What follows belongs to an exercise in optimizing a design on an open flow for small area; a production flow would make more cautious choices.
Only simulation tests tie the RTL to the original design; equivalence was not proved.
Power and IR drop assume default switching activity.

Design pitch_correction, start of the top module:
module pitch_correction(
    input wire clk,
    input wire reset,
    input wire [31:0] S_AXIS_DATA_0_tdata,
    input wire  S_AXIS_DATA_0_tlast,
    output wire S_AXIS_DATA_0_tready,
    input wire  S_AXIS_DATA_0_tvalid,
    output wire [31:0] m_axis_data_tdata,
    output wire        m_axis_data_tlast,
    input  wire        m_axis_data_tready,
    output wire        m_axis_data_tvalid,
    output wire [15:0] m_axis_config_tdata,
    input  wire m_axis_config_tready,
    output wire m_axis_config_tvalid,
    output wire [31:0] monitor_fft_out,
    output wire monitor_fft_vld,
    output wire [31:0] monitor_pitch_out,
    output wire monitor_pitch_vld,
    input wire pitch_enable
    );
==> flow/config.mk <==
export PLATFORM = sky130hd
export DESIGN_NAME = pitch_correction
export DESIGN_NICKNAME = pitch_correction
export VERILOG_FILES = /design/flow/design.v
export SDC_FILE = /design/flow/constraint.sdc
export NUM_CORES = 8
export LEC_CHECK = 0
export CAP_MARGIN = 20
export CORE_MARGIN = 2
export CORE_UTILIZATION = 74
export SLEW_MARGIN = 20
export SYNTH_HIERARCHICAL = 1
==> flow/constraint.sdc <==
create_clock -name core_clock -period 15.0 [get_ports {clk}]
set_input_delay 3.0000 -clock core_clock [delete_from_list [all_inputs] [get_ports {clk}]]
set_output_delay 3.0000 -clock core_clock [all_outputs]
set_load 0.01 [all_outputs]
standard.sh (not shown) runs the stock make flow with config.mk's settings and CLKGATE_MAP_FILE= SYNTH_SCRIPT=/design/flow/synth_recipe.tcl, a recipe that flattens the netlist after the stock synthesis.
==> flow/flow/run.sh <==
#!/bin/bash
# Own layout flow: the standard flow (standard.sh, standard synthesis
# included), with clock tree synthesis run without dummy loads and the port
# buffers made with the smallest buffer (repair_design still resizes them).
# Each tool's full output stays in orfs/logs/; make's output goes to
# flow_make.log.
set -euo pipefail
export CTS_ARGS="-sink_clustering_enable -repair_clock_nets -dont_use_dummy_load -buf_list sky130_fd_sc_hd__clkbuf_4 -root_buf sky130_fd_sc_hd__clkbuf_16 -sink_clustering_size 11 -sink_clustering_max_diameter 32"
export BUFFER_PORTS_ARGS="-buffer_cell sky130_fd_sc_hd__buf_1"
bash standard.sh finish > flow_make.log 2>&1
Change:
--- a/flow/flow/run.sh
+++ b/flow/flow/run.sh
@@ -4 +4,2 @@
-# buffers made with the smallest buffer (repair_design still resizes them).
+# buffers made with the smallest buffer (repair_design still resizes them);
+# clock nets get the non-default (wider) routing rule.
@@ -8 +9 @@
-export CTS_ARGS="-sink_clustering_enable -repair_clock_nets -dont_use_dummy_load -buf_list sky130_fd_sc_hd__clkbuf_4 -root_buf sky130_fd_sc_hd__clkbuf_16 -sink_clustering_size 11 -sink_clustering_max_diameter 32"
+export CTS_ARGS="-sink_clustering_enable -repair_clock_nets -dont_use_dummy_load -buf_list sky130_fd_sc_hd__clkbuf_4 -root_buf sky130_fd_sc_hd__clkbuf_16 -sink_clustering_size 12 -sink_clustering_max_diameter 36 -apply_ndr full"
--- a/flow/config.mk
+++ b/flow/config.mk
@@ -10 +10 @@
-export CORE_UTILIZATION = 74
+export CORE_UTILIZATION = 70
The changed run ran to the end with no violations.
Die area is higher by about 6%.
Sequential cell count stays the same.
Utilization goes down by 4.3 points.
Total power goes down by about 0.6%.
Change:
==> flow/flow/run.sh (replaced) <==
#!/bin/bash
# Own layout flow: the standard flow (standard.sh, standard synthesis
# included), with clock tree synthesis run without dummy loads and the port
# buffers made with the smallest buffer (repair_design still resizes them).
# Each tool's full output stays in orfs/logs/; make's output goes to
# flow_make.log.
set -euo pipefail
export CTS_ARGS="-sink_clustering_enable -repair_clock_nets -dont_use_dummy_load -buf_list sky130_fd_sc_hd__clkbuf_4 -root_buf sky130_fd_sc_hd__clkbuf_16 -sink_clustering_size 11 -sink_clustering_max_diameter 30"
export BUFFER_PORTS_ARGS="-buffer_cell sky130_fd_sc_hd__buf_1"
bash standard.sh finish > flow_make.log 2>&1
--- a/flow/config.mk
+++ b/flow/config.mk
@@ -8 +8 @@
-export CAP_MARGIN = 20
+export CAP_MARGIN = 10
@@ -11 +11 @@
-export SLEW_MARGIN = 20
+export SLEW_MARGIN = 10
What happened: This time the run reached the layout checks and failed them: antenna rules; design area came out higher slightly; sequential share of layout area fell by 0.37 points; sequential cell count does not change; count of clock-buffer cells in the layout went up by 111; combinational power hardly moves.
Change:
--- a/flow/flow/run.sh
+++ b/flow/flow/run.sh
@@ -8 +8 @@
-export CTS_ARGS="-sink_clustering_enable -repair_clock_nets -dont_use_dummy_load -buf_list sky130_fd_sc_hd__clkbuf_4 -root_buf sky130_fd_sc_hd__clkbuf_16 -sink_clustering_size 11 -sink_clustering_max_diameter 30"
+export CTS_ARGS="-sink_clustering_enable -repair_clock_nets -dont_use_dummy_load -buf_list sky130_fd_sc_hd__clkbuf_4 -root_buf sky130_fd_sc_hd__clkbuf_16 -sink_clustering_size 11 -sink_clustering_max_diameter 32"
--- a/flow/config.mk
+++ b/flow/config.mk
@@ -8 +8 @@
-export CAP_MARGIN = 10
+export CAP_MARGIN = 20
@@ -11 +11,3 @@
-export SLEW_MARGIN = 10
+export GPL_ROUTABILITY_DRIVEN = 0
+export GPL_TIMING_DRIVEN = 0
+export SLEW_MARGIN = 20
Outcome: The new run ran to the end with no violations; worst setup slack degrades by 0.29 ns; clock-buffer cell count drops by 40; worst hold slack improves by 0.070 ns; synthesized area is unchanged; sequential power barely changes.

Starting RTL as in the previous note.
==> flow/config.mk <==
export PLATFORM = sky130hd
export DESIGN_NAME = pitch_correction
export DESIGN_NICKNAME = pitch_correction
export VERILOG_FILES = /design/flow/design.v
export SDC_FILE = /design/flow/constraint.sdc
export NUM_CORES = 8
export LEC_CHECK = 0
export CAP_MARGIN = 20
export CORE_MARGIN = 2
export CORE_UTILIZATION = 70
export SLEW_MARGIN = 20
export SYNTH_HIERARCHICAL = 1
==> flow/constraint.sdc <==
create_clock -name core_clock -period 15.0 [get_ports {clk}]
set_input_delay 3.0000 -clock core_clock [delete_from_list [all_inputs] [get_ports {clk}]]
set_output_delay 3.0000 -clock core_clock [all_outputs]
set_load 0.01 [all_outputs]
==> flow/flow/run.sh <==
#!/bin/bash
# Own layout flow: the standard flow (standard.sh, standard synthesis
# included), with clock tree synthesis run without dummy loads and the port
# buffers made with the smallest buffer (repair_design still resizes them).
# Each tool's full output stays in orfs/logs/; make's output goes to
# flow_make.log.
set -euo pipefail
export CTS_ARGS="-sink_clustering_enable -repair_clock_nets -dont_use_dummy_load -buf_list sky130_fd_sc_hd__clkbuf_16 -root_buf sky130_fd_sc_hd__clkbuf_16 -sink_clustering_size 32 -sink_clustering_max_diameter 45"
export BUFFER_PORTS_ARGS="-buffer_cell sky130_fd_sc_hd__buf_1"
bash standard.sh finish > flow_make.log 2>&1
The first run produced a clean layout.
Next try:
--- a/flow/flow/run.sh
+++ b/flow/flow/run.sh
@@ -6,5 +6,5 @@
 # flow_make.log.
 set -euo pipefail
-export CTS_ARGS="-sink_clustering_enable -repair_clock_nets -dont_use_dummy_load -buf_list sky130_fd_sc_hd__clkbuf_16 -root_buf sky130_fd_sc_hd__clkbuf_16 -sink_clustering_size 32 -sink_clustering_max_diameter 45"
+export CTS_ARGS="-sink_clustering_enable -repair_clock_nets -dont_use_dummy_load -buf_list sky130_fd_sc_hd__clkbuf_4 -root_buf sky130_fd_sc_hd__clkbuf_16 -sink_clustering_size 11 -sink_clustering_max_diameter 30"
 export BUFFER_PORTS_ARGS="-buffer_cell sky130_fd_sc_hd__buf_1"
 bash standard.sh finish > flow_make.log 2>&1
After rerunning:
- With this change the flow reached the layout checks and failed them: antenna violations
- global-route usage decreases by 1.5 points
- wire length drops by a few percent
- die area does not change
- flip-flop and latch count is unchanged
- cell area falls by a few percent
- first-iteration DRC count falls by a little under a tenth
- hold slack loses 0.11 ns
Next try:
- CORE_UTILIZATION: 70 -> 68
Now the flow completed without violations.
Die area came out higher by 2.9%.
Worst setup slack degrades by 0.071 ns.
Global-route usage decreases by 1.1 points.
Cell area hardly moves.
Sequential share of layout area drops by 0.17 points.
Next try:
==> flow/flow/run.sh (replaced) <==
#!/bin/bash
# Own layout flow: the standard flow (standard.sh, standard synthesis
# included), with clock tree synthesis run without dummy loads and the port
# buffers made with the smallest buffer (repair_design still resizes them);
# clock nets get the non-default (wider) routing rule.
# Each tool's full output stays in orfs/logs/; make's output goes to
# flow_make.log.
set -euo pipefail
export CTS_ARGS="-sink_clustering_enable -repair_clock_nets -dont_use_dummy_load -buf_list sky130_fd_sc_hd__clkbuf_4 -root_buf sky130_fd_sc_hd__clkbuf_16 -sink_clustering_size 12 -sink_clustering_max_diameter 40 -apply_ndr full"
export BUFFER_PORTS_ARGS="-buffer_cell sky130_fd_sc_hd__buf_1"
bash standard.sh finish > flow_make.log 2>&1
- CORE_UTILIZATION: 68 -> 70
Effect:
- worst setup slack improved by 0.028 ns
- wire length rises slightly
- design area falls slightly
- total power falls slightly
- clock skew falls by 0.045 ns
- sequential power is about the same
- global-route usage rises by 1.4 points
- clock-buffer cell count falls by 134
- final cell count falls by a few percent
- critical path depth falls by 1

Setup of old:
pitch_correction again, from the RTL that the note above started with.
Settings: LEC_CHECK=0, CAP_MARGIN=20, CORE_MARGIN=2, CORE_UTILIZATION=70, SLEW_MARGIN=20, SYNTH_HIERARCHICAL=1; clock period 15.0 ns.
==> flow/flow/run.sh <==
#!/bin/bash
# Own layout flow: the standard flow (standard.sh, standard synthesis
# included), with clock tree synthesis run without dummy loads and the port
# buffers made with the smallest buffer (repair_design still resizes them).
# Each tool's full output stays in orfs/logs/; make's output goes to
# flow_make.log.
set -euo pipefail
export CTS_ARGS="-sink_clustering_enable -repair_clock_nets -dont_use_dummy_load -buf_list sky130_fd_sc_hd__clkbuf_4 -root_buf sky130_fd_sc_hd__clkbuf_16 -sink_clustering_size 11 -sink_clustering_max_diameter 32"
export BUFFER_PORTS_ARGS="-buffer_cell sky130_fd_sc_hd__buf_1"
bash standard.sh finish > flow_make.log 2>&1
old did not stop at any stage, and its layout met the timing, DRC and antenna checks.
Relative to old, the following input files were edited for new:
-- flow/flow/run.sh --
<<< old, line 7
set -euo pipefail
export CTS_ARGS="-sink_clustering_enable -repair_clock_nets -dont_use_dummy_load -buf_list sky130_fd_sc_hd__clkbuf_4 -root_buf sky130_fd_sc_hd__clkbuf_16 -sink_clustering_size 11 -sink_clustering_max_diameter 32"
export BUFFER_PORTS_ARGS="-buffer_cell sky130_fd_sc_hd__buf_1"
>>> new, line 7
set -euo pipefail
export CTS_ARGS="-sink_clustering_enable -repair_clock_nets -dont_use_dummy_load -buf_list sky130_fd_sc_hd__clkbuf_4 -root_buf sky130_fd_sc_hd__clkbuf_16 -sink_clustering_size 12 -sink_clustering_max_diameter 32 -apply_ndr full"
export BUFFER_PORTS_ARGS="-buffer_cell sky130_fd_sc_hd__buf_1"
==> summary.txt <==
The final reports for new and old show share of layout cells above drive strength 1 lower in the former. Worst setup slack down 0.0080 ns in new wrt old. Max maximum VDD drop across new and old: old. old -> new: global-route wire length before repair flat.

static timing again, ports no longer ideal:
In the flow no input, the clock included, has a driving cell. The finished layouts below were timed again as built, in two steps. Step 1 sets driving cells, clkbuf_16 on the clock port and buf_2 on the other inputs (assumed; they add their load-dependent delay and slew). Step 2 adds t to the input delays and takes it off the output delays; t is the mean of the earliest and latest rising clock arrival at the registers after step 1. Input paths then give back, and output paths get back, about the clock's delay inside the block. Slacks: ideal / step 1 / step 2; pairs: ideal / step 1.
run | t (ns) | setup slack, ns | worst hold slack (ns) | slew at the worst register clock pin (ns)
the first run of note 1 | 1.332 | 4.392 / 4.463 / 3.131 | 0.216 / 0.216 / 0.216 | 0.12 / 0.12
the second run of note 1 | 1.304 | 4.201 / 4.258 / 2.954 | 0.197 / 0.197 / 0.197 | 0.12 / 0.12
the third run of note 1 | 1.336 | 4.206 / 4.270 / 2.934 | 0.161 / 0.161 / 0.161 | 0.12 / 0.12
the fourth run of note 1 | 1.360 | 3.915 / 3.875 / 2.515 | 0.231 / 0.231 / 0.231 | 0.12 / 0.12
the first run of note 2 | 1.047 | 3.928 / 3.994 / 2.947 | 0.268 / 0.268 / 0.268 | 0.11 / 0.11
the second run of note 2 | 1.336 | 4.206 / 4.270 / 2.934 | 0.161 / 0.161 / 0.161 | 0.12 / 0.12
the third run of note 2 | 1.353 | 4.135 / 4.202 / 2.849 | 0.208 / 0.208 / 0.208 | 0.12 / 0.12
the fourth run of note 2 | 1.298 | 4.162 / 4.219 / 2.920 | 0.218 / 0.218 / 0.218 | 0.12 / 0.12
old | 1.320 | 4.201 / 4.274 / 2.954 | 0.198 / 0.198 / 0.198 | 0.12 / 0.12
new | 1.323 | 4.192 / 4.249 / 2.926 | 0.201 / 0.201 / 0.201 | 0.12 / 0.12
The setup slack of the fourth run of note 1, which loses most, moves by -0.040 ns with the drivers and by -1.400 ns with both steps.
